Context: an optimization exercise on an open-source flow, tuned for small area and a short achievable clock period. The choices shown serve that exercise and are no tape-out recipe.
Only simulation tests tie the RTL to the original design; equivalence was not proved.
Power figures rest on the tool's default switching activity, not on a simulated workload.

Setup of v10:
==> flow/design.v (excerpt) <==
module CircuitTest (a,b,c,z,x,clk,rst);
input [63:0] a, b, c;
input clk,rst;
output reg [31:0] z, x;
reg [32:0] ar, yr;
reg er;
  ...
Settings: LEC_CHECK=0, ABC_AREA=1, CAP_MARGIN=20, CORE_MARGIN=2, CORE_UTILIZATION=40, CTS_BUF_LIST=sky130_fd_sc_hd__clkbuf_8, GPL_TIMING_DRIVEN=0, SETUP_SLACK_MARGIN=4.4, SLEW_MARGIN=20, SYNTH_HIERARCHICAL=1, TNS_END_PERCENT=0; clock period 7.5 ns.
standard.sh (not shown) runs the stock make flow with config.mk's settings and CLKGATE_MAP_FILE= SYNTH_SCRIPT=/design/flow/synth_recipe.tcl, a recipe that flattens the netlist after the stock synthesis.
==> flow/flow/run.sh <==
#!/bin/bash
# Own layout flow: the standard ORFS flow (standard.sh) with these changes:
#  - synthesis script flow/mixsynth.tcl: synth_recipe.tcl with ABC run per module,
#    the small gate modules (g_*) with ORFS's speed script and the top module with
#    ORFS's area script (ABC_AREA 1); hierarchy is flattened at the end as before;
#  - no Yosys full/half-adder extraction (ADDER_MAP_FILE empty);
#  - ABC sizes for a 2 fF load (ABC_LOAD_IN_FF), so gate modules get small cells;
#  - the port buffers that buffer_ports puts on every input and output are
#    sky130_fd_sc_hd__buf_1 instead of the default delay buffer.
# Make's full output goes to flow_make.log here; each ORFS step keeps its own log
# under orfs/logs/.
set -uo pipefail
here=$(pwd)
bash standard.sh ADDER_MAP_FILE= ABC_LOAD_IN_FF=2 \
  "SYNTH_SCRIPT=$here/flow/mixsynth.tcl" \
  "BUFFER_PORTS_ARGS=-buffer_cell sky130_fd_sc_hd__buf_1" \
  finish > flow_make.log 2>&1
==> flow/flow/mixsynth.tcl <==
# The standard flow's synthesis script (synth_recipe.tcl) with one change: ABC maps the small
# gate modules (g_*) with ORFS's speed script, which keeps XOR and MUX cells,
# and the rest of the design with ORFS's area script.
proc synth {args} { yosys synth -nofsm -noshare {*}$args }
proc abc {args} {
  set i [lsearch -exact $args -script]
  set speed [lreplace $args $i [expr {$i + 1}] -script $::env(SCRIPTS_DIR)/abc_speed.script]
  set area [lreplace $args $i [expr {$i + 1}] -script $::env(SCRIPTS_DIR)/abc_area.script]
  foreach m [split [string trim [yosys tee -q -s result.string select -list-mod =g_*]] "\n"] {
    if {$m ne ""} { yosys abc {*}$speed =$m }
  }
  yosys abc {*}$area =$::env(DESIGN_NAME)
}
source $::env(SCRIPTS_DIR)/synth.tcl
# left out here: clear keep_hierarchy, flatten, clean up, hide names made inside functions, write 1_2_yosys.v
Per the final summary, v10 finished and its layout is clean on timing, DRC and antenna.
The following lists how v23 was set up differently from v10:
# v10
export LEC_CHECK = 0
export ABC_AREA = 1
export CAP_MARGIN = 20
export CORE_MARGIN = 2
export CORE_UTILIZATION = 40
export CTS_BUF_LIST = sky130_fd_sc_hd__clkbuf_8
export GPL_TIMING_DRIVEN = 0
export SETUP_SLACK_MARGIN = 4.4
export SLEW_MARGIN = 20
export SYNTH_HIERARCHICAL = 1
export TNS_END_PERCENT = 0
create_clock -name core_clock -period 7.5 [get_ports {clk}]
# v23
export LEC_CHECK = 0
export ABC_AREA = 1
export CAP_MARGIN = 20
export CORE_MARGIN = 2
export CORE_UTILIZATION = 40
export CTS_BUF_LIST = sky130_fd_sc_hd__clkbuf_4
export CTS_CLUSTER_SIZE = 8
export SETUP_SLACK_MARGIN = 4.4
export SLEW_MARGIN = 20
export SYNTH_HIERARCHICAL = 1
export TNS_END_PERCENT = 0
create_clock -name core_clock -period 7.5 [get_ports {clk}]
Findings:
Changes observed in v23 relative to v10: routed wire length up 2100 µm, buffering overhead down 0.74 points, final critical path time including I/O delays and setup up 0.019 ns, post-route total power down about 4%, maximum operating frequency down 0.58%. v10 has higher final area than v23. Compared with v10, v23 shows a setup slack that is 0.019 ns lower. The critical path endpoint comes out x[30] in one run and yr[15] in the other, namely in v23 and v10 respectively. Compared v23 vs v10, and final non-filler cell total is down in v23. v23: relative contribution of combinational cells to total power higher than v10. Overall overflow remaining after global route came out exactly the same in v23 and v10.
What v4 does differently from v23 at the input level:
# v23
export LEC_CHECK = 0
export ABC_AREA = 1
export CAP_MARGIN = 20
export CORE_MARGIN = 2
export CORE_UTILIZATION = 40
export CTS_BUF_LIST = sky130_fd_sc_hd__clkbuf_4
export CTS_CLUSTER_SIZE = 8
export SETUP_SLACK_MARGIN = 4.4
export SLEW_MARGIN = 20
export SYNTH_HIERARCHICAL = 1
export TNS_END_PERCENT = 0
create_clock -name core_clock -period 7.5 [get_ports {clk}]
# v4
export LEC_CHECK = 0
export ABC_AREA = 1
export CAP_MARGIN = 20
export CORE_MARGIN = 2
export CORE_UTILIZATION = 50
export CTS_BUF_LIST = sky130_fd_sc_hd__clkbuf_8
export SETUP_SLACK_MARGIN = 4.4
export SLEW_MARGIN = 20
export SYNTH_HIERARCHICAL = 1
export TNS_END_PERCENT = 0
create_clock -name core_clock -period 7.5 [get_ports {clk}]
Notes after the runs:
Summary of v4 over v23: clock-buffer cell count went down 3, number of filler cells placed in the layout went down 808. v4 vs. v23: final number of max-transition violations saw little to no change; number of failing setup endpoints in the final timing report saw little to no change; length of routed met2 wiring saw a decrease.
diff inputs: v4 => v46
# v4
export LEC_CHECK = 0
export ABC_AREA = 1
export CAP_MARGIN = 20
export CORE_MARGIN = 2
export CORE_UTILIZATION = 50
export CTS_BUF_LIST = sky130_fd_sc_hd__clkbuf_8
export SETUP_SLACK_MARGIN = 4.4
export SLEW_MARGIN = 20
export SYNTH_HIERARCHICAL = 1
export TNS_END_PERCENT = 0
create_clock -name core_clock -period 7.5 [get_ports {clk}]
# v46
export LEC_CHECK = 0
export ABC_AREA = 1
export CAP_MARGIN = 20
export CORE_MARGIN = 2
export CORE_UTILIZATION = 40
export CTS_BUF_LIST = sky130_fd_sc_hd__clkbuf_8
export PLACE_DENSITY = 0.8
export SETUP_SLACK_MARGIN = 4.4
export SLEW_MARGIN = 20
export SYNTH_HIERARCHICAL = 1
export TNS_END_PERCENT = 0
create_clock -name core_clock -period 7.5 [get_ports {clk}]
Findings:
Delta (v46 minus v4): met3 demand-to-capacity share in global routing fell by 1.9 points, register share of total power rose by 1.9 points, number of cells on the critical path fell by 1. Compared with v4, v46 instantiates a larger number of cells. v4 vs v46, launch point of the critical path: b[1] vs b[5]. Between v46 and v4, it is v46 whose worst setup slack is lower, by 0.052 ns. v46 | status: complete | timing, DRC, antenna: pass. v4 finished every stage and its layout cleared the timing, DRC and antenna checks.

-- static timing again, ports no longer ideal --
Ports are ideal in the flow. The routed layouts listed here were re-timed in OpenROAD.
Step 1 assumes that a clkbuf_16 drives the clock port and a buf_2 every other input.
Step 2 adds t to the input delays and takes it off the output delays; t is the mean of the earliest and latest rising clock arrival at the registers after step 1. Input paths then give back, and output paths get back, about the clock's delay inside the block.
a / b / c = no drivers / after step 1 / after step 2; a / b = the first two.
run	t, ns	setup slack, ns	cell pins on the clock port's net
v10	0.473	4.311 / 4.298 / 3.825	1
v23	0.574	4.292 / 4.284 / 3.710	1
v4	0.480	4.316 / 4.324 / 3.844	1
v46	0.465	4.264 / 4.277 / 3.812	1
After both steps setup and hold are still met in every run listed. The setup slack of v23, which loses most, moves by -0.008 ns with the drivers and by -0.582 ns with both steps.
